Source: an optimization exercise on an open RTL-to-GDS flow (aim: small area, a short achievable clock period and few clock cycles per item). Production flows keep margins and buffers that such runs may drop.
At most, simulation tests tie the RTL to the original design; equivalence was not proved.
Only the layout flow was run in runs 4 to 6; the RTL was not checked for function there.

==> flow/design.v (outline; a module is shown in full before it is edited, if it fits) <==
// module mac_s1: 627 lines
// module mac_s2: 66 lines
// module phase_ctrl: 97 lines
module phase_ctrl(
                  input             clk,
                  input             resetn,
                  input             i2c_wr,
                  input  [15:0]     i2c_wdata,
                  input  [3:0]      i2c_addr,
                  input             fifo_empty,
                  input  [17:0]     fifo_rdata,
                  output            fifo_rden,
                  output     [17:0] fifo_wdata,
                  output            fifo_wren,
                  input             fifo_almost_full
                 );
  // ...
==> flow/flow/run.sh <==
#!/bin/bash
# Own flow: the standard flow (standard.sh) with two extra netlist steps
# between Yosys and the rest of the layout.  Only combinational cells change;
# the registers are Yosys's own, with their names and cell types.
#  1. fa_polarity.py removes inverters around the full-adder cells: a full
#     adder fed complemented inputs computes complemented outputs.
#  2. remap.py + ABC (area.abc) re-map the plain logic for area, keeping the
#     flip-flops, full/half adders and tie cells as they are.
# The ports are buffered with the smallest buffer cell (buffer_ports
# -buffer_cell) instead of the delay cell buffer_ports picks by itself.
# Each step is proved equivalent to its input netlist (check_eq.ys); a step
# whose proof fails is dropped.
set -euo pipefail
W=$PWD
RES=$W/orfs/results/sky130hd/phase_ctrl/base
YOSYS=$FLOW_HOME/../tools/install/yosys/bin/yosys
LIB=$FLOW_HOME/platforms/sky130hd/lib/sky130_fd_sc_hd__tt_025C_1v80.lib

check() {  # check GOLD GATE LOG
    sed -e "s#LIBFILE#$LIB#" -e "s#GOLDFILE#$1#" -e "s#GATEFILE#$2#" flow/check_eq.ys > $3.ys
    "$YOSYS" -q $3.ys > $3.log 2>&1
}

bash standard.sh $RES/1_2_yosys.v > synth.log 2>&1
cp $RES/1_2_yosys.v $W/netlist_yosys.v
CUR=$W/netlist_yosys.v

if python3 flow/fa_polarity.py $CUR $W/netlist_fapol.v > fa_polarity.log 2>&1 &&
   check $CUR $W/netlist_fapol.v check_fapol; then
    CUR=$W/netlist_fapol.v
    echo "fa_polarity: used" >> fa_polarity.log
else
    echo "fa_polarity: dropped" >> fa_polarity.log
fi

if python3 flow/remap.py $LIB $CUR $W/netlist_remap.v $W/flow/area.abc > remap_run.ys 2> remap_py.log &&
   "$YOSYS" -q remap_run.ys > remap.log 2>&1 &&
   check $CUR $W/netlist_remap.v check_remap; then
    CUR=$W/netlist_remap.v
    echo "remap: used" >> remap.log
else
    echo "remap: dropped" >> remap.log
fi

cp $CUR $RES/1_2_yosys.v
bash standard.sh finish BUFFER_PORTS_ARGS="-buffer_cell sky130_fd_sc_hd__buf_1" > layout.log 2>&1
==> flow/flow/area.abc <==
&get -n
&st
&dch -f
&nf -R 20
&st
&syn2
&dch -f
&nf -R 20
&st
&synch2
&nf -R 20
&put
topo
stime -c
==> flow/flow/check_eq.ys <==
# equivalence of the rewritten netlist (gate) with yosys's netlist (gold)
read_liberty -ignore_miss_func LIBFILE
read_verilog GOLDFILE
rename phase_ctrl gold
read_verilog GATEFILE
rename phase_ctrl gate
flatten
async2sync
equiv_make gold gate eq
hierarchy -top eq
equiv_simple -seq 2
equiv_status -assert
==> flow/flow/fa_polarity.py <==
#!/usr/bin/env python3
"""Remove inverters around full-adder cells in a Yosys netlist.

A full adder is self-dual: FA(~a, ~b, ~c) = (~sum, ~cout).  Each
sky130_fd_sc_hd__fa_* cell may therefore be "flipped" (fed complemented
inputs, producing complemented outputs).  This script chooses flips that
minimise the number of inverters needed, then rewrites the netlist.
The logic function of every port and flip-flop input is unchanged.

usage: fa_polarity.py in.v out.v
"""
import re
import sys

INV_RE = re.compile(r'^sky130_fd_sc_hd__(inv|clkinv)_\d+$')
FA_RE = re.compile(r'^sky130_fd_sc_hd__fa_\d+$')
OUT_PINS = {'X', 'Y', 'Q', 'Q_N', 'SUM', 'COUT', 'HI', 'LO'}

src = open(sys.argv[1]).read()
m = re.search(r'\bmodule\b.*?;', src, re.S)
head_end = m.end()
body_end = src.rindex('endmodule')
body = src[head_end:body_end]

# split body into statements
stmts = [s.strip() for s in body.split(';')]
decls, assigns, cells = [], [], []
inst_re = re.compile(r'^(\S+)\s+(\S+)\s*\((.*)\)$', re.S)
pin_re = re.compile(r'\.(\w+)\s*\(\s*(.*?)\s*\)\s*(?:,|$)', re.S)
for s in stmts:
    if not s:
        continue
    if re.match(r'^(wire|input|output|inout|reg)\b', s):
        decls.append(s)
    elif s.startswith('assign'):
        assigns.append(s)
    else:
        mm = inst_re.match(s)
        if not mm:
            sys.exit('cannot parse: ' + s[:200])
        typ, name, pins = mm.groups()
        pd = {}
        for p, n in pin_re.findall(pins + ','):
            pd[p] = n.strip()
        cells.append([typ, name, pd])

fixed_nets = set()
for d in decls:
    if re.match(r'^(input|output|inout)\b', d):
        for n in re.findall(r'(\\\S+|[A-Za-z_][\w$]*)\s*$', d):
            fixed_nets.add(n)
for a in assigns:
    for tok in re.findall(r'\\\S+|[A-Za-z_][\w$]*(?:\s*\[\d+\])?', a[len('assign'):]):
        fixed_nets.add(tok.split('[')[0].strip())
        fixed_nets.add(tok.replace(' ', ''))


def base(n):
    return n.split('[')[0].strip()


driver = {}
loads = {}
for ci, (typ, name, pd) in enumerate(cells):
    for p, n in pd.items():
        if p in OUT_PINS:
            driver[n] = (ci, p)
        else:
            loads.setdefault(n, []).append((ci, p))

# resolve each consumer pin to (root signal, parity) through inverter chains
inv_cells = set(ci for ci, c in enumerate(cells) if INV_RE.match(c[0]))
fa_cells = [ci for ci, c in enumerate(cells) if FA_RE.match(c[0])]


def root(n):
    par = 0
    seen = 0
    while n in driver and driver[n][0] in inv_cells and seen < 50:
        n = cells[driver[n][0]][2]['A']
        par ^= 1
        seen += 1
    return n, par


def is_fixed(n):
    return n in fixed_nets or base(n) in fixed_nets


# consumer list: every non-inverter pin, with the signal it needs
consumers = []          # (ci, pin, root, parity)
for ci, (typ, name, pd) in enumerate(cells):
    if ci in inv_cells:
        continue
    for p, n in pd.items():
        if p in OUT_PINS:
            continue
        r, par = root(n)
        consumers.append((ci, p, r, par))
# fixed nets driven through inverters (ports / assigns) are consumers too
port_consumers = []
for n in list(driver):
    if driver[n][0] in inv_cells and is_fixed(n):
        r, par = root(n)
        port_consumers.append((n, r, par))

fa_index = {ci: k for k, ci in enumerate(fa_cells)}
flip = [0] * len(fa_cells)


def src_flip(r):
    d = driver.get(r)
    if d and d[0] in fa_index:
        return flip[fa_index[d[0]]]
    return 0


def need_inv(ci, r, par):
    """Does consumer (cell ci) of signal r with wanted parity par need an inverter?"""
    v = par ^ src_flip(r)
    if ci in fa_index:
        v ^= flip[fa_index[ci]]
    return v


def cost():
    need = set()
    for ci, p, r, par in consumers:
        if need_inv(ci, r, par):
            need.add(r)
    for n, r, par in port_consumers:
        if par ^ src_flip(r):
            need.add(r)
    # a flipped FA whose output net is fixed needs an inverter to restore it
    for ci in fa_cells:
        if flip[fa_index[ci]]:
            for p in ('SUM', 'COUT'):
                if is_fixed(cells[ci][2][p]):
                    need.add(cells[ci][2][p] + '#fixed')
    return len(need)


best = cost()
orig_inv = len(inv_cells)
improved = True
passes = 0
while improved and passes < 20:
    improved = False
    passes += 1
    for k in range(len(fa_cells)):
        flip[k] ^= 1
        c = cost()
        if c < best:
            best = c
            improved = True
        else:
            flip[k] ^= 1
sys.stderr.write('fa_polarity: %d FAs, %d flipped, inverters %d -> %d\n'
                 % (len(fa_cells), sum(flip), orig_inv, best))

# rebuild: physical net of a root r carries r ^ src_flip(r).
new_cells = []
inv_of = {}        # root -> net carrying the complement of the physical net
counter = [0]
extra_wires = []


def fresh(prefix):
    counter[0] += 1
    n = '\\fapol_%s_%d ' % (prefix, counter[0])
    extra_wires.append(n)
    return n


# physical net names: a flipped FA output that is a fixed net must be renamed
phys = {}
for ci in fa_cells:
    if flip[fa_index[ci]]:
        for p in ('SUM', 'COUT'):
            n = cells[ci][2][p]
            phys[n] = fresh('o')
fixed_renamed = [n for n in phys if is_fixed(n)]


def phys_net(r):
    return phys.get(r, r)


def inverted(r):
    if r not in inv_of:
        o = fresh('n')
        inv_of[r] = o
        new_cells.append(['sky130_fd_sc_hd__inv_1', '\\fapol_inv_%d ' % counter[0],
                          {'A': phys_net(r), 'Y': o}])
    return inv_of[r]


for ci, (typ, name, pd) in enumerate(cells):
    if ci in inv_cells:
        continue
    npd = {}
    for p, n in pd.items():
        if p in OUT_PINS:
            npd[p] = phys_net(n) if ci in fa_index else n
            continue
        r, par = root(n)
        if need_inv(ci, r, par):
            npd[p] = inverted(r)
        else:
            npd[p] = phys_net(r)
    if ci in fa_index and flip[fa_index[ci]]:
        name = '\\fapol_fa_%d ' % ci     # a flipped cell computes complemented values
    new_cells.append([typ, name, npd])
# restore fixed nets: renamed FA outputs and port nets driven by inverters
for n in fixed_renamed:
    o = phys[n]
    new_cells.append(['sky130_fd_sc_hd__inv_1', '\\fapol_fix_%d ' % len(new_cells), {'A': o, 'Y': n}])
for n, r, par in port_consumers:
    v = par ^ src_flip(r)
    if v:
        new_cells.append(['sky130_fd_sc_hd__inv_1', '\\fapol_port_%d ' % len(new_cells), {'A': phys_net(r), 'Y': n}])
    else:
        new_cells.append(['sky130_fd_sc_hd__buf_1', '\\fapol_port_%d ' % len(new_cells), {'A': phys_net(r), 'X': n}])

out = [src[:head_end], '\n']
for d in decls:
    out.append('  %s ;\n' % d)
for w in extra_wires:
    out.append('  wire %s ;\n' % w)
for a in assigns:
    out.append('  %s ;\n' % a)
for typ, name, pd in new_cells:
    out.append('  %s %s (%s);\n' % (typ, name, ', '.join('.%s(%s )' % (p, n) for p, n in pd.items())))
out.append('endmodule\n')
open(sys.argv[2], 'w').write(''.join(out))
==> flow/flow/remap.py <==
#!/usr/bin/env python3
"""Write a Yosys script that re-maps the plain logic of a netlist with ABC
for area.  Flip-flops, full/half adders and tie cells are kept as they are
(same instances, same names); only the other combinational cells change.

usage: remap.py LIB IN.v OUT.v SCRIPT.abc > remap_run.ys
"""
import re
import sys

lib, src, dst, script = sys.argv[1:5]
text = open(src).read()
types = sorted(set(re.findall(r'^\s*(sky130_fd_sc_hd__\w+)\s', text, re.M)))
keep = [t for t in types if re.match(r'sky130_fd_sc_hd__(e?df|sdf|fa_|ha_|conb)', t)]
libcells = re.findall(r'^\s*cell\s*\(\s*"?(\w+)"?\s*\)', open(lib).read(), re.M)
dont = [c for c in libcells if re.search(r'lpflow|probe', c)]
print('read_liberty -ignore_miss_func %s' % lib)
print('read_verilog %s' % src)
print('hierarchy -top phase_ctrl')
print('setattr -mod -set keep_hierarchy 1 %s' % ' '.join(keep))
print('flatten')
print('opt_clean')
print('abc -liberty %s %s -script %s' % (lib, ' '.join('-dont_use %s' % c for c in dont), script))
print('opt_clean -purge')
print('hilomap -singleton -hicell sky130_fd_sc_hd__conb_1 HI -locell sky130_fd_sc_hd__conb_1 LO')
print('insbuf -buf sky130_fd_sc_hd__buf_4 A X')
print('splitnets')
print('opt_clean -purge')
print('select phase_ctrl')
print('write_verilog -noattr -nohex -nodec -selected %s' % dst)
==> flow/standard.sh <==
#!/bin/bash
# synth_recipe.tcl (not shown) runs the flow's synth.tcl, then flattens the netlist and writes it again
# the make line also repeats each setting of config.mk as NAME=value (left out here)
make -C /OpenROAD-flow-scripts/flow DESIGN_CONFIG=/design/flow/config.mk WORK_HOME=/design/flow/orfs CLKGATE_MAP_FILE= SYNTH_SCRIPT=/design/flow/synth_recipe.tcl "${@:-finish}"
==> flow/config.mk <==
export PLATFORM = sky130hd
export DESIGN_NAME = phase_ctrl
export DESIGN_NICKNAME = phase_ctrl
export VERILOG_FILES = /design/flow/design.v
export SDC_FILE = /design/flow/constraint.sdc
export NUM_CORES = 4
export LEC_CHECK = 0
export ABC_CLOCK_PERIOD_IN_PS = 3600
export CAP_MARGIN = 20
export CORE_MARGIN = 2
export CORE_UTILIZATION = 40
export CTS_CLUSTER_DIAMETER = 100
export CTS_CLUSTER_SIZE = 25
export SETUP_SLACK_MARGIN = 4.4
export SLEW_MARGIN = 20
==> flow/constraint.sdc <==
create_clock -name core_clock -period 8.0 [get_ports {clk}]
set_input_delay 1.6000 -clock core_clock [delete_from_list [all_inputs] [get_ports {clk}]]
set_output_delay 1.6000 -clock core_clock [all_outputs]
set_load 0.01 [all_outputs]
==> flow_metrics.env, run 1 <==
export IMPL_finalSetupTns_ps=0
export IMPL_cts_buffers=16
export IMPL_grt_pass1_vias=12600
export IMPL_r2r_setup_slack_ps=4370
export IMPL_synth_cells=1395
export IMPL_flops_and_latches=270
export IMPL_dp_cells=2068
export IMPL_cp_num_cells=7
export IMPL_core_area_sq_mm=0.0453
export IMPL_drt_vias_per_instance=5.72
export IMPL_min_period_ps=3630
export IMPL_gp_congestion=0.929
export IMPL_ctsHoldBuffers=0
export IMPL_area_growth_pct=14.2
export IMPL_wirelength_mm=49.8
export IMPL_multi_input_area_sq_mm=0.0105
export IMPL_path_cells="clkinv_2 > xnor2_1 > fa_1 > fa_2 > clkinv_1 > fa_1 > fa_1"
export IMPL_cts_sinks=270
export IMPL_min_path_cells=0
export IMPL_clockBufferDepth=3
export IMPL_dp_hpwl_mm=33.9
export IMPL_port_buffers=60
export IMPL_vias=12300
export IMPL_grt_max_degree=74
export IMPL_nFillCells=4106
export IMPL_crit_arrival_ps=3900
export IMPL_netlist_area_sq_mm=0.0183
export IMPL_worst_hold_slack_ps=408
export IMPL_status="finished clean"
export IMPL_clk_latency_ps=540
export IMPL_critPathKind="reg -> reg"
export IMPL_syn_nets=1676
export IMPL_final_nonclk_buf_share=0.0456
export IMPL_taps=600
export IMPL_layout_area_seq_sq_mm=0.00784
export IMPL_post_cts_buffers=41
Testbench counts, summed over its fixed seeds: cycles 2,336, frames 384.
==> inputs of run 2 (changes only) <==
--- a/flow/config.mk
+++ b/flow/config.mk
@@ -8,8 +8,8 @@
 export ABC_CLOCK_PERIOD_IN_PS = 3600
 export CAP_MARGIN = 20
 export CORE_MARGIN = 2
-export CORE_UTILIZATION = 40
+export CORE_UTILIZATION = 55
 export CTS_CLUSTER_DIAMETER = 100
 export CTS_CLUSTER_SIZE = 25
-export SETUP_SLACK_MARGIN = 4.4
+export SETUP_SLACK_MARGIN = 4.3
 export SLEW_MARGIN = 20
==> run 2 against run 1 <==
  * Non-clock buffer count fell by 11
  * Global-route usage rose by 6.7 points
  * Design area fell by 3.0%
  * Critical path type is now reg -> out
  * Synthesized cell count did not move
  * Still clean
  * Hold slack improved by 4.6 ps
==> flow_metrics.env, run 2 <==
export IMPL_yosysWarnings=1
export IMPL_nets=1804
export IMPL_clockBufferDepth=3
export IMPL_die_h_um=187
export IMPL_largest_register_ffs=80
export IMPL_grt_pass1_vias=12400
export IMPL_vias=12000
export IMPL_clk_latency_ps=520
export IMPL_multi_input_area_sq_mm=0.0103
export IMPL_hold_class="reg -> reg"
export IMPL_wirelength_mm=48.6
export IMPL_synth_cells=1395
export IMPL_min_path_cells=0
export IMPL_netlist_area_sq_mm=0.0183
export IMPL_cp_slowest_stage_delay_ps=440
export IMPL_crit_arrival_ps=2050
export IMPL_critPathKind="reg -> out"
export IMPL_start_util=0.560
export IMPL_final_cell_mix="211 x xnor2_1, 208 x edfxtp_1, 189 x fa_1"
export IMPL_syn_nets=1676
export IMPL_synth_area_per_cell_sq_um=13.1
export IMPL_hold_violations=0
export IMPL_drtAntennaViolNets=0
export IMPL_drive_gt1_frac=0.0915
export IMPL_gp_congestion=0.930
export IMPL_final_common_cell="xnor2_1"
export IMPL_wl_per_cell_um=24.6
export IMPL_firstDrtPassIters=6
export IMPL_area_growth_pct=10.7
export IMPL_rr_worst_depth=8
export IMPL_fin_crit_sh=0.456
export IMPL_grt_total_usage=0.281
export IMPL_status="finished clean"
export IMPL_end_kind="output port"
export IMPL_slowest_stage="dfrtp_2"
export IMPL_startpoint_type="flip-flop"
export IMPL_min_period_ps=3650
export IMPL_dp_hpwl_mm=33.2
export IMPL_core_area_sq_mm=0.0327
export IMPL_worst_hold_slack_ps=412
export IMPL_cts_root_buf="clkbuf_16"
export IMPL_ctsHoldBuffers=0
export IMPL_cp_required_ps=6400
export IMPL_cts_tree="built"
export IMPL_drt_vias_per_instance=6.10
export IMPL_crit_path_max_fanout=3
export IMPL_path_cells="buf_12 > or3_4 > or2_1 > o21ai_1 > nand2_1 > clkbuf_2"
export IMPL_first_iter_violations=1110
export IMPL_layout_area_seq_sq_mm=0.00784
export IMPL_dieWidth_um=187
export IMPL_tightestPinTransition_ps=1030
export IMPL_rsz0062_at_grt="yes"
export IMPL_ios=63
export IMPL_clkTransAtPathRegs_ps=100
export IMPL_clock_skew_ps=21.6
export IMPL_largest_register="X"
export IMPL_grt_max_degree=81
export IMPL_fin_util=0.620
export IMPL_fmax_mhz=274
export IMPL_grt_antenna_before_repair=0
export IMPL_grt_overflow_total=0
export IMPL_nFillCells=2687
export IMPL_max_cap_viol_count=0
export IMPL_slew_viol_final=0
export IMPL_die_area_sq_mm=0.0348
export IMPL_htree_levels=1
export IMPL_setup_viol=0
export IMPL_core_rowCount=66
export IMPL_cts_sinks=270
export IMPL_finalSetupTns_ps=0
export IMPL_reg_top3="X (80), ae (24), be (24)"
export IMPL_cts_buffers=15
export IMPL_drc=0
export IMPL_grt_first_pass_wirelength_mm=74.5
export IMPL_n_antenna_cell=0
export IMPL_port_buffers=60
export IMPL_slew_headroom=0.316
-- run 2: what timing repair did --
item,in CTS,in global routing
gates cloned,0,1
pin swaps,0,7
setup endpoints to repair,70,31
buffers inserted,8,27
resized for setup,32,56
-- run 2: critical path: cells and delay by family, from the launching register on --
family | cells | cell delay, ps
buffers and inverters | 2 | 250
AND/OR/NAND/NOR | 3 | 680
flip-flops | 1 | 440
AO/OA/AOI/OAI | 1 | 170
-- run 2: final cells by class --
| class | instances | share of cell area |
|---|---|---|
| inverters | 100 | 0.0194 |
| well taps | 442 | 0.0273 |
| clock inverters | 4 | 0.00222 |
| clock buffers | 20 | 0.0194 |
| multi-input cells | 1024 | 0.507 |
| flip-flops and latches | 270 | 0.387 |
| repair buffers | 112 | 0.0385 |
-- run 2: path summary, 6_finish.rpt --
path / from / endpoint / slack (ps)
setup / recovery: sr[3]$_DFFE_PN0P_ / fifo_rden / 4350
max in group asynchronous: resetn / hv$_DFFE_PN0P_ / 6120
setup reg to reg: H0[4]$_DFFE_PP_ / X[14]$_DFFE_PP_ / 4350
hold reg to reg: H3[5]$_DFFE_PP_ / H2[5]$_DFFE_PP_ / 410
min in group asynchronous: resetn / ae[5]$_DFFE_PN0P_ / 1240
hold / removal: H3[5]$_DFFE_PP_ / H2[5]$_DFFE_PP_ / 410
-- run 2: routing by layer --
layer  GRT usage  share of wire  vias up  wire length (um)
met2       0.452           0.47      513             22700
met5           0              0        -                 0
met1       0.406           0.44     6183             21200
li1            -              -     5260                 -
met4      0.0821          0.028        0              1370
met3      0.0357          0.069       80              3330
-- run 2: metrics by stage --
step	std cells	instance area (sq um)	worst slack (ps)
CTS	1944	19800	4290
detailed placement	1912	19300	3620
global placement	1912	19300	3690
global route	1972	20300	4250
floorplan	1395	18300	4320
finish	1972	20300	4350
==> inputs of run 3 (changes only) <==
--- a/flow/config.mk
+++ b/flow/config.mk
@@ -8,7 +8,7 @@
 export ABC_CLOCK_PERIOD_IN_PS = 3600
 export CAP_MARGIN = 20
 export CORE_MARGIN = 2
-export CORE_UTILIZATION = 55
+export CORE_UTILIZATION = 40
 export CTS_CLUSTER_DIAMETER = 100
 export CTS_CLUSTER_SIZE = 25
 export SETUP_SLACK_MARGIN = 4.3
==> run 3 against run 2 <==
  * Still clean on timing, DRC and antenna
  * First-iteration DRC count grew 15%
  * Sequential share of layout area shrank 0.34 points
  * Die area grew 37%
  * Clock skew shrank 5.1 ps
  * Final cell count grew 8.0%
  * Routed wire length grew 2.4%
  * Via count grew 0.17%
  * Hold slack is essentially flat
  * Synthesized area is the same
  * Highest routed layer unchanged
==> flow_metrics.env, run 3 <==
export IMPL_status="finished clean"
export IMPL_finalSetupTns_ps=0
export IMPL_startpoint_type="primary input"
export IMPL_hold_class="reg -> reg"
export IMPL_cts_tree="built"
export IMPL_hold_violations=0
export IMPL_port_buffers=60
export IMPL_clockBufferDepth=3
export IMPL_fin_crit_sh=0.454
export IMPL_cts_sinks=270
export IMPL_first_iter_violations=1281
export IMPL_nFillCells=4148
export IMPL_path_buf_inv=2
export IMPL_pre_cts_ws_ps=3770
export IMPL_die_h_um=218
export IMPL_grt_first_pass_wirelength_mm=75.4
export IMPL_rsz0062_at_grt="yes"
export IMPL_ctsHoldBuffers=0
export IMPL_core_rowCount=78
export IMPL_grt_total_usage=0.211
export IMPL_slowest_stage="buf_1"
export IMPL_tightestPinTransition_ps=992
export IMPL_clk_latency_ps=530
export IMPL_grt_max_degree=76
export IMPL_setup_viol=0
export IMPL_reg_top3="X (80), ae (24), be (24)"
export IMPL_yosysWarnings=1
export IMPL_wl_per_cell_um=23.4
export IMPL_grt_pass1_vias=12300
export IMPL_cp_slowest_stage_delay_ps=150
export IMPL_slew_viol_final=0
export IMPL_wl_met3_mm=3.62
export IMPL_final_cell_mix="211 x xnor2_1, 208 x edfxtp_1, 190 x fa_1"
export IMPL_met1Wirelength_mm=20.5
export IMPL_drtAntennaViolNets=0
export IMPL_cp_required_ps=6400
export IMPL_grt_overflow_total=0
export IMPL_dieWidth_um=218
export IMPL_clkTransAtPathRegs_ps=100
export IMPL_slew_headroom=0.337
export IMPL_drive_gt1_frac=0.0857
export IMPL_crit_arrival_ps=2030
export IMPL_setup_ws_ps=4370
export IMPL_clock_skew_ps=16.5
export IMPL_drt_vias_per_instance=5.66
export IMPL_wirelength_mm=49.7
export IMPL_cts_root_buf="clkbuf_16"
export IMPL_area_growth_pct=11.7
export IMPL_syn_nets=1676
export IMPL_die_area_sq_mm=0.0475
export IMPL_grt_antenna_before_repair=1
export IMPL_largest_register_ffs=80
export IMPL_vias=12100
export IMPL_final_common_cell="xnor2_1"
export IMPL_core_area_sq_mm=0.0453
export IMPL_routed_top_layer="met4"
export IMPL_cpLargestDelayFamily="simple AND/OR/NAND/NOR gates"
export IMPL_ios=63
export IMPL_drc=0
export IMPL_firstDrtPassIters=6
export IMPL_synth_area_per_cell_sq_um=13.1
export IMPL_synth_cells=1395
export IMPL_fmax_mhz=275
export IMPL_stdcell_area_sq_mm=0.0205
export IMPL_netlist_area_sq_mm=0.0183
export IMPL_critPathKind="in -> out"
export IMPL_start_util=0.405
export IMPL_dpl_instance_area_sq_mm=0.0194
export IMPL_htree_levels=1
export IMPL_nets=1800
export IMPL_max_cap_viol_count=0
export IMPL_dp_hpwl_mm=34.6
export IMPL_wl_met2_mm=23.6
export IMPL_min_period_ps=3630
export IMPL_worst_hold_slack_ps=413
export IMPL_cts_buffers=16
export IMPL_gp_congestion=0.918
export IMPL_crit_path_max_fanout=2
export IMPL_cpMostUsedCell="buf_1"
export IMPL_largest_register="X"
export IMPL_end_kind="output port"
export IMPL_path_cells="buf_1 > nand2b_1 > nand2_1 > buf_1"
run 3: cell types whose count changed in the layout (fill, tap and decap cells not counted), sizes merged:
cell / before / now
buf: 109 / 106
clkinv: 97 / 100
clkbuf: 23 / 22
clkinvlp: 2 / 1
diode: 0 / 1
inv: 5 / 6
run 3: area by class of cell:
class,instances,area [sq um],area share
Timing Repair Buffer,107,738,0.0361
Multi-Input combinational cell,1024,10200,0.499
Clock buffer,21,450,0.0220
Antenna cell,1,2.50,0.000122
Clock inverter,7,68.8,0.00336
Sequential cell,270,7840,0.383
Inverter,100,395,0.0193
Tap cell,600,751,0.0367
run 3: final timing paths:
kind                            slack [ps]          startpoint  depth (start not counted)                  end
worst max register to register        4370  be[10]$_DFFE_PN0P_                          8      X[51]$_DFFE_PP_
worst min-delay path                   410    H3[11]$_DFFE_PP_                          0     H2[11]$_DFFE_PP_
max in group asynchronous             6120              resetn                          2    ae[7]$_DFFE_PN0P_
worst max-delay path                  4370          fifo_empty                          4            fifo_rden
worst min register to register         410    H3[11]$_DFFE_PP_                          0     H2[11]$_DFFE_PP_
min in group asynchronous             1260              resetn                          2  credit[0]$_DFF_PN0_
run 3: worst reg2reg max path, delay by kind of cell (launching register included):
kind	cells	cell delay, ps
adder cells (fa/ha/maj)	4	1950
flip-flops	1	590
AND/OR/NAND/NOR	1	410
XOR/XNOR	1	180
AO/OA/AOI/OAI	1	140
buffers and inverters	1	110
run 3: repair_timing:
| item | in CTS | in global routing |
|---|---|---|
| hold endpoints to repair | 0 | 0 |
| gates resized for setup | 48 | 29 |
| cloned | 0 | 1 |
| setup endpoints to repair | 67 | 23 |
| pin swaps | 0 | 3 |
| setup buffers | 9 | 21 |
run 3: metal layers:
metal,vias up,track usage
met5,-,0
met4,0,0.0828
met3,101,0.0333
met2,515,0.343
met1,6185,0.285
li1,5255,-
run 3: metrics by stage:
step,cells,util
after floorplan,1395,-
after global placement,2070,0.429
after detailed placement,2070,0.429
after CTS,2107,0.445
after global routing,2129,0.452
final,2130,0.452
==> module phase_ctrl, before the edit <==
module phase_ctrl(
                  input             clk,
                  input             resetn,
                  input             i2c_wr,
                  input  [15:0]     i2c_wdata,
                  input  [3:0]      i2c_addr,
                  input             fifo_empty,
                  input  [17:0]     fifo_rdata,
                  output            fifo_rden,
                  output     [17:0] fifo_wdata,
                  output            fifo_wren,
                  input             fifo_almost_full
                 );
localparam NX = 80;
wire [23:0] enc_a, enc_b;
genvar k;
generate
    for (k = 0; k < 8; k = k + 1) begin : benc
        wire hi  = i2c_wdata[2*k+1];
        wire mid = i2c_wdata[2*k];
        wire lo  = (k == 0) ? 1'b0 : i2c_wdata[(k == 0) ? 0 : 2*k-1];
        wire one = mid ^ lo;
        wire two = (hi & ~mid & ~lo) | (~hi & mid & lo);
        assign enc_a[3*k+2:3*k] = {hi, two, one};
        assign enc_b[3*k+2:3*k] = {~hi, two, one};
    end
endgenerate
reg [23:0] ae;   
reg [23:0] be;   
always @(posedge clk or negedge resetn) begin
    if (!resetn) begin
        ae <= 24'h001000;
        be <= 24'h925924;
    end else if (i2c_wr) begin
        if (i2c_addr == 4'd0) ae <= enc_a;
        if (i2c_addr == 4'd1) be <= enc_b;
    end
end
reg [8:0] sr;
reg [2:0] credit;        
reg       hv;            
reg       adv;           
wire mid = |sr[4:0];
wire ov = |sr[8:3];      
wire can_wr = |credit;
wire idle = ~|sr;
assign fifo_rden = (adv & mid) | (adv & ~fifo_empty);
assign fifo_wren = ov & can_wr;
wire       ov_n = adv ? |sr[7:2] : ov;
wire [2:0] credit_n = (fifo_almost_full ? (idle ? 3'd0 : credit) : 3'd6) - {2'b00, fifo_wren};
always @(posedge clk or negedge resetn) begin
    if (!resetn) begin
        sr <= 9'd0;
        hv <= 1'b0;
    end else if (adv) begin
        sr <= {sr[7:0], ~mid & ~fifo_empty};
        if (sr[6]) hv <= 1'b1;
    end
end
always @(posedge clk or negedge resetn) begin
    if (!resetn) begin
        credit <= 3'd0;
        adv <= 1'b1;
    end else begin
        credit <= credit_n;
        adv <= ~ov_n | (|credit_n);
    end
end
reg  [15:0]   W;
reg  [15:0]   H0, H1, H2, H3, H4;
reg  [NX-1:0] X;
reg  [15:0]   Y, D;
wire [NX-1:0] x_n;
wire [15:0]   y_n;
wire        rot = sr[1] | sr[2] | sr[3] | sr[5] | sr[6];
wire [15:0] P = H0 & {16{hv}};
mac_s1 s1(.ae(ae), .be(be), .W(W), .P(P), .x(x_n));
mac_s2 s2(.x(X), .y(y_n));
always @(posedge clk) begin
    if (adv) begin
        W <= fifo_rdata[15:0];
        X <= x_n;
        Y <= y_n;
        D <= Y;
        if (rot) begin
            H0 <= H1;
            H1 <= H2;
            H2 <= H3;
            H3 <= H4;
            H4 <= W;
        end
    end
end
assign fifo_wdata = sr[3] ? {2'b01, fifo_rdata[15:0]} :
                    (sr[4] | sr[5] | sr[6]) ? {2'b00, D} :
                    {sr[8], 1'b0, Y};
endmodule
==> inputs of run 4 (changes only) <==
--- a/flow/design.v
+++ b/flow/design.v
@@ -734,14 +734,18 @@
 reg [2:0] credit;        
 reg       hv;            
 reg       adv;           
+reg       rd_okn;        
+reg       rd_gon;        
 wire mid = |sr[4:0];
 wire ov = |sr[8:3];      
 wire can_wr = |credit;
 wire idle = ~|sr;
-assign fifo_rden = (adv & mid) | (adv & ~fifo_empty);
+assign fifo_rden = ~(rd_gon & (rd_okn | fifo_empty));    
 assign fifo_wren = ov & can_wr;
 wire       ov_n = adv ? |sr[7:2] : ov;
 wire [2:0] credit_n = (fifo_almost_full ? (idle ? 3'd0 : credit) : 3'd6) - {2'b00, fifo_wren};
+wire       adv_n = ~ov_n | (|credit_n);
+wire       mid_n = adv ? (|sr[3:0]) | (~mid & ~fifo_empty) : mid;
 always @(posedge clk or negedge resetn) begin
     if (!resetn) begin
         sr <= 9'd0;
@@ -755,9 +759,13 @@
     if (!resetn) begin
         credit <= 3'd0;
         adv <= 1'b1;
+        rd_okn <= 1'b0;
+        rd_gon <= 1'b1;
     end else begin
         credit <= credit_n;
-        adv <= ~ov_n | (|credit_n);
+        adv <= adv_n;
+        rd_okn <= ~adv_n;
+        rd_gon <= ~(adv_n & mid_n);
     end
 end
 reg  [15:0]   W;
--- a/flow/config.mk
+++ b/flow/config.mk
@@ -11,5 +11,5 @@
 export CORE_UTILIZATION = 40
 export CTS_CLUSTER_DIAMETER = 100
 export CTS_CLUSTER_SIZE = 25
-export SETUP_SLACK_MARGIN = 4.3
+export SETUP_SLACK_MARGIN = 4.4
 export SLEW_MARGIN = 20
==> run 4 against run 3 <==
  * Global-route usage decreased by 0.055 points
  * Hold slack got worse by 5.2 ps
  * Synthesized area increased by 0.12%
  * Clock skew increased by 11 ps
==> flow_metrics.env, run 4 <==
export IMPL_htree_levels=1
export IMPL_reg2reg_from="X[24]$_DFFE_PP_"
export IMPL_crit_path_max_fanout=4
export IMPL_cp_slowest_stage_delay_ps=580
export IMPL_cpLargestDelayFamily="compound AO/OA/AOI/OAI gates"
export IMPL_max_cap_viol_count=0
export IMPL_gp_congestion=0.889
export IMPL_nFillCells=4130
export IMPL_syn_nets=1684
export IMPL_wirelength_mm=49.7
export IMPL_drtAntennaViolNets=0
export IMPL_grt_max_degree=81
export IMPL_area_growth_pct=17.2
export IMPL_first_iter_violations=1164
export IMPL_end_kind="flip-flop"
export IMPL_largest_register_ffs=80
export IMPL_critPathLaunch="X[24]$_DFFE_PP_"
export IMPL_core_area_sq_mm=0.0453
export IMPL_startpoint_type="flip-flop"
export IMPL_vias=12200
export IMPL_port_buffers=60
export IMPL_status="finished clean"
export IMPL_hold_violations=0
export IMPL_nets=1864
export IMPL_cts_buffers=16
export IMPL_final_common_cell="edfxtp_1"
export IMPL_setup_viol=0
export IMPL_worst_hold_slack_ps=407
export IMPL_netlist_area_sq_mm=0.0183
export IMPL_grt_antenna_before_repair=0
export IMPL_clockBufferDepth=3
export IMPL_path_buf_inv=0
export IMPL_rsz0062_at_grt="yes"
export IMPL_hold_class="reg -> reg"
export IMPL_reg_top3="X (80), ae (24), be (24)"
export IMPL_crit_arrival_ps=4170
export IMPL_cts_sinks=272
export IMPL_dieWidth_um=218
export IMPL_clk_latency_ps=530
export IMPL_drc=0
export IMPL_fmax_mhz=256
export IMPL_firstDrtPassIters=5
export IMPL_dp_hpwl_mm=33.5
export IMPL_die_area_sq_mm=0.0476
export IMPL_drive_gt1_frac=0.180
export IMPL_yosysWarnings=1
export IMPL_wl_per_cell_um=22.7
export IMPL_start_util=0.405
export IMPL_path_cells="fa_1 > fa_1 > ha_4 > a21oi_4 > nand2_4 > a31oi_4 > a211oi_4 > o21ai_1 > nand2b_1 > a21o_1 > nand4_1 > a21boi_2 > o21a_1 > o21ai_1 > nand2b_1 > a21oi_2 > xnor2_1"
export IMPL_synth_cells=1403
export IMPL_stdcell_area_sq_mm=0.0215
export IMPL_min_delay_start="H3[2]$_DFFE_PP_"
export IMPL_min_period_ps=3900
export IMPL_finalSetupTns_ps=0
export IMPL_critPathKind="reg -> reg"
export IMPL_clock_skew_ps=27.1
export IMPL_slew_viol_final=0
export IMPL_grt_total_usage=0.211
export IMPL_tightestPinTransition_ps=1010
export IMPL_cts_root_buf="clkbuf_16"
export IMPL_cts_tree="built"
export IMPL_synth_area_per_cell_sq_um=13.1
export IMPL_drt_vias_per_instance=5.57
export IMPL_cp_required_ps=8270
export IMPL_slowest_stage="fa_1"
export IMPL_die_h_um=218
export IMPL_largest_register="X"
export IMPL_ios=63
export IMPL_grt_pass1_vias=12500
export IMPL_n_antenna_cell=0
export IMPL_grt_first_pass_wirelength_mm=75.5
export IMPL_fin_crit_sh=0.488
export IMPL_dpl_instance_area_sq_mm=0.0195
export IMPL_final_cell_mix="208 x edfxtp_1, 198 x xnor2_1, 168 x fa_1"
export IMPL_clkTransAtPathRegs_ps=100
export IMPL_grt_overflow_total=0
export IMPL_core_rowCount=78
export IMPL_slew_headroom=0.327
run 4: worst register-to-register path, stage by stage, from the launching register on:
cell,delay (ps)
edfxtp_1,400
fa_1,520
fa_1,580
ha_4,240
a21oi_4,150
nand2_4,80
a31oi_4,180
a211oi_4,60
o21ai_1,160
nand2b_1,110
a21o_1,230
nand4_1,170
a21boi_2,90
o21a_1,200
o21ai_1,130
nand2b_1,130
a21oi_2,160
xnor2_1,70
run 4: metal layers:
| layer | up-vias | global-route usage | part of all wire |
|---|---|---|---|
| li1 | 5388 | - | - |
| met1 | 6297 | 0.293 | 0.43 |
| met2 | 453 | 0.340 | 0.47 |
| met3 | 84 | 0.0358 | 0.065 |
| met4 | 0 | 0.0608 | 0.027 |
| met5 | - | 0 | 0 |
run 4: path summary, 6_finish.rpt:
kind,to,slack (ps),cells past startpoint
hold / removal,H2[2]$_DFFE_PP_,410,0
hold reg to reg,H2[2]$_DFFE_PP_,410,0
setup / recovery,Y[15]$_DFFE_PP_,4100,17
min in group asynchronous,credit[1]$_DFF_PN0_,1230,2
max in group asynchronous,ae[13]$_DFFE_PN0P_,6140,2
setup reg to reg,Y[15]$_DFFE_PP_,4100,17
run 4: cell type report:
| cell class | count | area [sq um] | share of cell area |
|---|---|---|---|
| Clock inverter | 5 | 61.3 | 0.00285 |
| Timing Repair Buffer | 161 | 1360 | 0.0631 |
| Inverter | 102 | 412 | 0.0191 |
| Multi-Input combinational cell | 1030 | 10600 | 0.492 |
| Tap cell | 600 | 751 | 0.0349 |
| Sequential cell | 272 | 7910 | 0.368 |
| Clock buffer | 23 | 448 | 0.0208 |
run 4: timing repair:
action	CTS	global route
setup buffers	40	44
pin swaps	19	43
gates cloned	0	4
setup endpoints to repair	84	47
hold buffers	0	0
resized for setup	94	127
run 4: stage by stage:
stage,utilization,setup WS [ps],std cells
CTS,0.455,4020,2145
global route,0.475,3870,2193
finish,0.475,4100,2193
floorplan,-,4400,1403
global placement,0.430,3830,2077
detailed placement,0.430,3790,2077
==> inputs of run 5 (changes only) <==
--- a/flow/config.mk
+++ b/flow/config.mk
@@ -11,5 +11,5 @@
 export CORE_UTILIZATION = 40
 export CTS_CLUSTER_DIAMETER = 100
 export CTS_CLUSTER_SIZE = 25
-export SETUP_SLACK_MARGIN = 4.4
+export SETUP_SLACK_MARGIN = 4.3
 export SLEW_MARGIN = 20
==> run 5 against run 4 <==
  * Highest routed layer unchanged
  * Routed wire length shrank 0.93%
  * Still clean on timing, DRC and antenna
  * Non-clock buffer count decreased by 45
  * Critical path type unchanged
  * Critical endpoint unchanged
  * Via count decreased by 1.1%
  * Worst setup slack lost 11 ps
==> flow_metrics.env, run 5 <==
export IMPL_fin_crit_sh=0.489
export IMPL_crit_arrival_ps=4190
export IMPL_grt_antenna_before_repair=2
export IMPL_drive_gt1_frac=0.106
export IMPL_met2_usage=0.346
export IMPL_crit_path_max_fanout=4
export IMPL_largest_register="X"
export IMPL_end_kind="flip-flop"
export IMPL_final_cell_mix="208 x edfxtp_1, 206 x xnor2_1, 185 x fa_1"
export IMPL_tightestPinTransition_ps=1040
export IMPL_cp_slowest_stage_delay_ps=560
export IMPL_core_area_sq_mm=0.0453
export IMPL_max_cap_viol_count=0
export IMPL_drc=0
export IMPL_grt_use_met1=0.294
export IMPL_busiest_layer="met2"
export IMPL_cp_required_ps=8280
export IMPL_die_h_um=218
export IMPL_reg_top3="X (80), ae (24), be (24)"
export IMPL_grt_pass1_vias=12600
export IMPL_die_area_sq_mm=0.0476
export IMPL_wl_per_cell_um=23.0
export IMPL_min_period_ps=3910
export IMPL_pre_cts_ws_ps=3490
export IMPL_fin_util=0.456
export IMPL_clock_skew_ps=20.8
export IMPL_cts_buffers=16
export IMPL_syn_nets=1684
export IMPL_core_rowCount=78
export IMPL_clockBufferDepth=3
export IMPL_critPathKind="reg -> reg"
export IMPL_dpl_instance_area_sq_mm=0.0194
export IMPL_first_iter_violations=1117
export IMPL_largest_register_ffs=80
export IMPL_slowest_stage="fa_1"
export IMPL_grt_first_pass_wirelength_mm=76.2
export IMPL_clk_latency_ps=520
export IMPL_stdcell_area_sq_mm=0.0207
export IMPL_clkTransAtPathRegs_ps=100
export IMPL_synth_area_per_cell_sq_um=13.1
export IMPL_rsz0062_at_grt="yes"
export IMPL_netlist_area_sq_mm=0.0183
export IMPL_start_util=0.405
export IMPL_hold_class="reg -> reg"
export IMPL_cts_tree="built"
export IMPL_status="finished clean"
export IMPL_cts_sinks=272
export IMPL_vias=12100
export IMPL_gp_congestion=0.912
export IMPL_yosysWarnings=1
export IMPL_final_common_cell="edfxtp_1"
export IMPL_drt_vias_per_instance=5.63
export IMPL_slew_viol_final=0
export IMPL_finalSetupTns_ps=0
export IMPL_grt_max_degree=81
export IMPL_grt_total_usage=0.212
export IMPL_path_buf_inv=0
export IMPL_firstDrtPassIters=6
export IMPL_synth_cells=1403
export IMPL_cpLargestDelayFamily="compound AO/OA/AOI/OAI gates"
export IMPL_slew_headroom=0.306
export IMPL_hold_violations=0
export IMPL_final_cells=2146
export IMPL_area_growth_pct=12.6
export IMPL_grt_overflow_total=0
export IMPL_path_cells="fa_1 > fa_1 > ha_4 > a21oi_2 > nand2_2 > a31oi_4 > a211oi_4 > o21ai_1 > nand2b_1 > a21o_1 > nand4_1 > a21boi_2 > o21a_1 > o21ai_2 > nand2b_1 > a21oi_2 > xnor2_1"
export IMPL_nets=1817
export IMPL_port_buffers=60
export IMPL_grt_met3_usage=0.0299
export IMPL_htree_levels=1
export IMPL_n_antenna_cell=0
export IMPL_ios=63
export IMPL_wirelength_mm=49.3
export IMPL_startpoint_type="flip-flop"
export IMPL_dp_cells=2075
export IMPL_fmax_mhz=256
export IMPL_cts_root_buf="clkbuf_16"
export IMPL_setup_ws_ps=4090
export IMPL_dieWidth_um=218
export IMPL_r2r_setup_slack_ps=4090
export IMPL_drtAntennaViolNets=0
export IMPL_setup_viol=0
export IMPL_dp_hpwl_mm=34.0
export IMPL_worst_hold_slack_ps=410
[run 5: metal layers]
layer | routed length (um) | vias to the layer above
met3 | 3490 | 85
met5 | 0 | -
li1 | - | 5285
met4 | 1470 | 0
met2 | 23200 | 503
met1 | 21100 | 6219
[run 5: worst paths after layout]
kind | from | end | depth (start not counted)
worst max-delay path | X[24]$_DFFE_PP_ | Y[15]$_DFFE_PP_ | 17
worst min-delay path | H2[3]$_DFFE_PP_ | H1[3]$_DFFE_PP_ | 0
worst max register to register | X[24]$_DFFE_PP_ | Y[15]$_DFFE_PP_ | 17
worst min register to register | H2[3]$_DFFE_PP_ | H1[3]$_DFFE_PP_ | 0
max in group asynchronous | resetn | ae[10]$_DFFE_PN0P_ | 2
min in group asynchronous | resetn | sr[5]$_DFFE_PN0P_ | 2
[run 5: what timing repair did]
action                     in CTS  in global routing
pin swaps                       9                 20
resized for setup              51                 65
hold buffers                    0                  0
setup endpoints to repair      95                 40
setup buffers                   9                 34
[run 5: area by class of cell]
type | instances | area [sq um]
flip-flops and latches | 272 | 7890
fillers | 4130 | 24600
clock buffers | 23 | 448
multi-input cells | 1028 | 10300
repair buffers | 116 | 801
well taps | 600 | 751
inverters | 102 | 404
clock inverters | 5 | 66.3
==> inputs of run 6 (changes only) <==
--- a/flow/flow/run.sh
+++ b/flow/flow/run.sh
@@ -4,7 +4,8 @@
 # the registers are Yosys's own, with their names and cell types.
 #  1. fa_polarity.py removes inverters around the full-adder cells: a full
 #     adder fed complemented inputs computes complemented outputs.
-#  2. remap.py + ABC (area.abc) re-map the plain logic for area, keeping the
+#  2. remap.py + ABC (area.abc) re-map the plain logic (one plain &dch; &nf mapping, without
+#     the sizing and buffering that the layout redoes), keeping the
 #     flip-flops, full/half adders and tie cells as they are.
 # The ports are buffered with the smallest buffer cell (buffer_ports
 # -buffer_cell) instead of the delay cell buffer_ports picks by itself.
==> flow/flow/area.abc (replaced) <==
&get -n
&st
&dch
&nf
&put
topo
==> run 6 against run 5 <==
  * Critical path type unchanged
  * Final cell count rose by 0.47%
  * Worst setup slack improved by 200 ps
  * Hold slack got worse by 4.5 ps
  * Clock skew rose by 14 ps
  * Global-route usage barely moved
  * Largest cell class unchanged
  * Clock-buffer cell count rose by 1
  * Synthesized cell count rose by 1.8%
  * Non-clock buffer count fell by 15
  * Core utilization fell by 0.55 points
==> flow_metrics.env, run 6 <==
export IMPL_drtAntennaViolNets=0
export IMPL_grt_first_pass_wirelength_mm=76.1
export IMPL_drive_gt1_frac=0.0803
export IMPL_die_h_um=219
export IMPL_crit_arrival_ps=4000
export IMPL_crit_path_max_fanout=6
export IMPL_fmax_mhz=269
export IMPL_gp_congestion=0.909
export IMPL_cpLargestDelayFamily="adder cells"
export IMPL_largest_register="X"
export IMPL_nets=1827
export IMPL_hold_class="reg -> reg"
export IMPL_cts_tree="built"
export IMPL_start_util=0.405
export IMPL_core_area_sq_mm=0.0455
export IMPL_path_cells="buf_4 > and2_1 > a32oi_2 > xor2_1 > fa_1 > fa_1 > fa_1 > clkinv_1 > fa_1"
export IMPL_tightestPinTransition_ps=1030
export IMPL_area_growth_pct=11.2
export IMPL_r2r_setup_slack_ps=4290
export IMPL_htree_levels=1
export IMPL_final_common_cell="edfxtp_1"
export IMPL_wl_per_cell_um=23.5
export IMPL_grt_total_usage=0.212
export IMPL_end_kind="flip-flop"
export IMPL_rsz0062_at_grt="yes"
export IMPL_grt_overflow_total=0
export IMPL_cp_slowest_stage_delay_ps=570
export IMPL_first_iter_violations=1127
export IMPL_cts_root_buf="clkbuf_16"
export IMPL_dieWidth_um=219
export IMPL_dp_hpwl_mm=35.3
export IMPL_path_buf_inv=2
export IMPL_ios=63
export IMPL_fin_crit_sh=0.464
export IMPL_max_cap_viol_count=0
export IMPL_slowest_stage="fa_1"
export IMPL_final_cell_mix="208 x edfxtp_1, 197 x xnor2_1, 191 x a22oi_1"
export IMPL_clockBufferDepth=3
export IMPL_cp_required_ps=8280
export IMPL_synth_cells=1428
export IMPL_status="finished clean"
export IMPL_ctsHoldBuffers=0
export IMPL_clock_skew_ps=35.1
export IMPL_grt_max_degree=89
export IMPL_min_period_ps=3710
export IMPL_n_antenna_cell=0
export IMPL_slew_viol_final=0
export IMPL_core_rowCount=78
export IMPL_yosysWarnings=1
export IMPL_cpMostUsedCell="fa_1"
export IMPL_synth_area_per_cell_sq_um=12.9
export IMPL_grt_pass1_vias=12300
export IMPL_vias=12200
export IMPL_cts_buffers=16
export IMPL_port_buffers=60
export IMPL_syn_nets=1709
export IMPL_drt_vias_per_instance=5.67
export IMPL_clkTransAtPathRegs_ps=100
export IMPL_hold_violations=0
export IMPL_die_area_sq_mm=0.0478
export IMPL_cts_sinks=272
export IMPL_grt_antenna_before_repair=3
export IMPL_slew_headroom=0.311
export IMPL_netlist_area_sq_mm=0.0184
export IMPL_firstDrtPassIters=5
export IMPL_critPathKind="reg -> reg"
export IMPL_clk_latency_ps=530
export IMPL_worst_hold_slack_ps=405
export IMPL_largest_register_ffs=80
export IMPL_wirelength_mm=50.6
export IMPL_finalSetupTns_ps=0
export IMPL_setup_viol=0
export IMPL_drc=0
export IMPL_startpoint_type="flip-flop"
export IMPL_reg_top3="X (80), ae (24), be (24)"
==> run 6: final cells by class <==
type / instances / area (sq um)
fillers: 4217 / 25000
multi-input cells: 1051 / 10300
flip-flops and latches: 272 / 7880
well taps: 600 / 751
repair buffers: 101 / 629
clock buffers: 24 / 462
inverters: 104 / 400
clock inverters: 4 / 56.3
==> run 6: worst reg2reg max path: cells and delay by family (launching register included) <==
| kind | cells | cell delay [ps] |
|---|---|---|
| fa+ha+maj | 4 | 1940 |
| flops | 1 | 540 |
| buf+inv | 2 | 300 |
| simple gates | 1 | 250 |
| xor+xnor | 1 | 240 |
| compound gates | 1 | 210 |
==> run 6: per-stage QoR <==
step	instances	worst slack [ps]	util	area (sq um)
2_1_floorplan	1428	4400	-	18500
3_3_place_gp	2106	3590	0.430	19600
3_5_place_dp	2106	3620	0.430	19600
4_1_cts	2137	4300	0.443	20200
5_1_grt	2156	4220	0.451	20500
6_report	2156	4290	0.451	20500
==> run 6: final timing paths <==
| check | from | to | cells after the start |
|---|---|---|---|
| setup / recovery | hv$_DFFE_PN0P_ | X[55]$_DFFE_PP_ | 9 |
| hold / removal | H1[7]$_DFFE_PP_ | H0[7]$_DFFE_PP_ | 0 |
| hold reg to reg | H1[7]$_DFFE_PP_ | H0[7]$_DFFE_PP_ | 0 |
| setup reg to reg | hv$_DFFE_PN0P_ | X[55]$_DFFE_PP_ | 9 |
| min in group asynchronous | resetn | rd_okn$_DFF_PN0_ | 2 |
| max in group asynchronous | resetn | ae[9]$_DFFE_PN0P_ | 2 |
==> run 6: metal layers <==
| layer | global-route usage | vias to the layer above | wire length (um) |
|---|---|---|---|
| li1 | - | 5348 | - |
| met1 | 0.291 | 6229 | 21100 |
| met2 | 0.334 | 532 | 23300 |
| met3 | 0.0340 | 106 | 3920 |
| met4 | 0.0892 | 0 | 2280 |
| met5 | 0 | - | 0 |
==> run 6: timing repair <==
item                       in CTS  in global routing
pin swaps                       0                  4
gates cloned                    0                  1
setup endpoints to repair      92                 41
resized for setup              38                 45
setup buffers                   3                 18
==> inputs of run 7 (changes only) <==
--- a/flow/design.v
+++ b/flow/design.v
@@ -734,18 +734,14 @@
 reg [2:0] credit;        
 reg       hv;            
 reg       adv;           
-reg       rd_okn;        
-reg       rd_gon;        
 wire mid = |sr[4:0];
 wire ov = |sr[8:3];      
 wire can_wr = |credit;
 wire idle = ~|sr;
-assign fifo_rden = ~(rd_gon & (rd_okn | fifo_empty));    
+assign fifo_rden = (adv & mid) | (adv & ~fifo_empty);
 assign fifo_wren = ov & can_wr;
 wire       ov_n = adv ? |sr[7:2] : ov;
 wire [2:0] credit_n = (fifo_almost_full ? (idle ? 3'd0 : credit) : 3'd6) - {2'b00, fifo_wren};
-wire       adv_n = ~ov_n | (|credit_n);
-wire       mid_n = adv ? (|sr[3:0]) | (~mid & ~fifo_empty) : mid;
 always @(posedge clk or negedge resetn) begin
     if (!resetn) begin
         sr <= 9'd0;
@@ -759,13 +755,9 @@
     if (!resetn) begin
         credit <= 3'd0;
         adv <= 1'b1;
-        rd_okn <= 1'b0;
-        rd_gon <= 1'b1;
     end else begin
         credit <= credit_n;
-        adv <= adv_n;
-        rd_okn <= ~adv_n;
-        rd_gon <= ~(adv_n & mid_n);
+        adv <= ~ov_n | (|credit_n);
     end
 end
 reg  [15:0]   W;
==> run 7 against run 6 <==
  * Still clean on timing, DRC and antenna
  * Worst setup slack gained 59 ps
  * Core utilization shrank 0.41 points
  * First-iteration DRC count grew 22%
  * Sequential cell count shrank 2
  * Critical endpoint unchanged
  * Clock-buffer cell count shrank 3
  * Synthesized area grew 1.1%
  * Maximum frequency grew 1.6%
  * Non-clock buffer count grew 3
==> flow_metrics.env, run 7 <==
export IMPL_final_cells=2218
export IMPL_grt_antenna_before_repair=0
export IMPL_clockBufferDepth=3
export IMPL_final_cell_mix="208 x edfxtp_1, 199 x xnor2_1, 191 x fa_1"
export IMPL_core_rowCount=79
export IMPL_grt_first_pass_wirelength_mm=76.7
export IMPL_die_h_um=220
export IMPL_status="finished clean"
export IMPL_nets=1883
export IMPL_drive_gt1_frac=0.0670
export IMPL_crit_path_max_fanout=12
export IMPL_finalSetupTns_ps=0
export IMPL_drc=0
export IMPL_final_common_cell="edfxtp_1"
export IMPL_grt_total_usage=0.210
export IMPL_cts_buffers=15
export IMPL_clock_skew_ps=21.5
export IMPL_cp_required_ps=8280
export IMPL_crit_arrival_ps=3930
export IMPL_slew_viol_final=0
export IMPL_fin_util=0.447
export IMPL_synth_cells=1482
export IMPL_max_cap_viol_count=0
export IMPL_gp_congestion=0.911
export IMPL_die_area_sq_mm=0.0483
export IMPL_largest_register_ffs=80
export IMPL_largest_register="X"
export IMPL_setup_ws_ps=4340
export IMPL_min_period_ps=3660
export IMPL_drtAntennaViolNets=0
export IMPL_slew_headroom=0.317
export IMPL_drt_vias_per_instance=5.62
export IMPL_fin_crit_sh=0.457
export IMPL_startpoint_type="flip-flop"
export IMPL_fmax_mhz=274
export IMPL_grt_max_degree=80
export IMPL_synth_area_per_cell_sq_um=12.6
export IMPL_htree_levels=1
export IMPL_core_area_sq_mm=0.0463
export IMPL_dp_cells=2164
export IMPL_cts_root_buf="clkbuf_16"
export IMPL_yosysWarnings=1
export IMPL_cts_sinks=270
export IMPL_grt_pass1_vias=12600
export IMPL_hold_class="reg -> reg"
export IMPL_vias=12500
export IMPL_dieWidth_um=220
export IMPL_end_kind="flip-flop"
export IMPL_first_iter_violations=1376
export IMPL_rsz0062_at_grt="yes"
export IMPL_cts_tree="built"
export IMPL_critPathKind="reg -> reg"
export IMPL_start_util=0.403
export IMPL_hold_violations=0
export IMPL_ctsHoldBuffers=0
export IMPL_wirelength_mm=50.0
export IMPL_port_buffers=60
export IMPL_n_antenna_cell=0
export IMPL_dp_hpwl_mm=34.5
export IMPL_area_growth_pct=10.9
export IMPL_stdcell_area_sq_mm=0.0207
export IMPL_syn_nets=1763
export IMPL_reg_top3="X (80), ae (24), be (24)"
export IMPL_clkTransAtPathRegs_ps=100
export IMPL_firstDrtPassIters=6
export IMPL_tightestPinTransition_ps=1020
export IMPL_wl_per_cell_um=22.5
export IMPL_clk_latency_ps=530
export IMPL_dpl_instance_area_sq_mm=0.0198
export IMPL_netlist_area_sq_mm=0.0186
export IMPL_ios=63
export IMPL_setup_viol=0
export IMPL_grt_overflow_total=0
export IMPL_pre_cts_ws_ps=3620
==> run 7: per-layer routing <==
layer  vias up  track usage  part of all wire
met5         -            0                 0
met4         0       0.0579             0.026
met3        65       0.0264             0.067
met2       498        0.344              0.47
met1      6383        0.294              0.43
li1       5526            -                 -
==> run 7: through the flow <==
| step | hold slack (ps) |
|---|---|
| global placement | 401 |
| detailed placement | 405 |
| finish | 411 |
| global route | 423 |
| CTS | 414 |
| floorplan | 400 |
==> run 7: final timing paths <==
check | start | to | slack (ps) | cells past startpoint
max reg2reg | be[14]$_DFFE_PN1P_ | X[55]$_DFFE_PP_ | 4340 | 7
min in group asynchronous | resetn | hv$_DFFE_PN0P_ | 1250 | 2
min reg2reg | H1[9]$_DFFE_PP_ | H0[9]$_DFFE_PP_ | 410 | 0
max | be[14]$_DFFE_PN1P_ | X[55]$_DFFE_PP_ | 4340 | 7
min | H1[9]$_DFFE_PP_ | H0[9]$_DFFE_PP_ | 410 | 0
max in group asynchronous | resetn | ae[10]$_DFFE_PN0P_ | 6140 | 2
==> run 7: layout make-up <==
cell class	instances	area, sq um
Clock buffer	21	398
Clock inverter	5	72.6
Fill cell	4266	25600
Inverter	103	405
Multi-Input combinational cell	1108	10500
Sequential cell	270	7830
Tap cell	607	759
Timing Repair Buffer	104	723
==> run 7: timing repair <==
| action | in CTS | in global routing |
|---|---|---|
| buffers inserted | 5 | 23 |
| pin swaps | 0 | 1 |
| cloned | 0 | 0 |
| setup endpoints to repair | 70 | 16 |
| gates resized for setup | 21 | 22 |
==> run 7: critical path, stage by stage (launching register included) <==
cell	delay, ps
dfstp_4	780
clkinv_2	270
xnor2_1	300
fa_1	480
fa_1	480
fa_1	570
clkinv_1	70
fa_1	450
Testbench counts of run 7, summed over its fixed seeds: cycles 2,336, frames 384.

## what the ideal ports hide
The flow's constraints put no driver on any port. The routed layouts listed below were extracted and timed again, unchanged, in two steps. Step 1: set_driving_cell puts a clkbuf_16 on clk and a buf_2 on each other input, an assumption about the parent block. Step 2 moves the port delays by t, midway between the first and last clock arrival at a register: inputs arrive t later, outputs are due t later. That takes back most of the time a late clock gives input paths. a / b / c = no drivers / after step 1 / after step 2; a / b = the first two.
run | t, ns | slack for setup (ns) | worst slew at a driven data input, ns
run 1 | 0.579 | 4.373 / 4.373 / 4.373 | 0.04
run 2 | 0.568 | 4.348 / 4.294 / 4.355 | 0.04
run 3 | 0.573 | 4.367 / 4.347 / 4.347 | 0.06
run 4 | 0.573 | 4.098 / 4.098 / 4.098 | 0.06
run 5 | 0.573 | 4.086 / 4.086 / 4.086 | 0.05
run 6 | 0.567 | 4.285 / 4.285 / 4.285 | 0.07
run 7 | 0.576 | 4.344 / 4.344 / 4.344 | 0.05
After both steps setup and hold are still met in every run listed. For run 3, which loses most, drivers alone change the setup slack by -0.020 ns; drivers and shift together by -0.020 ns.
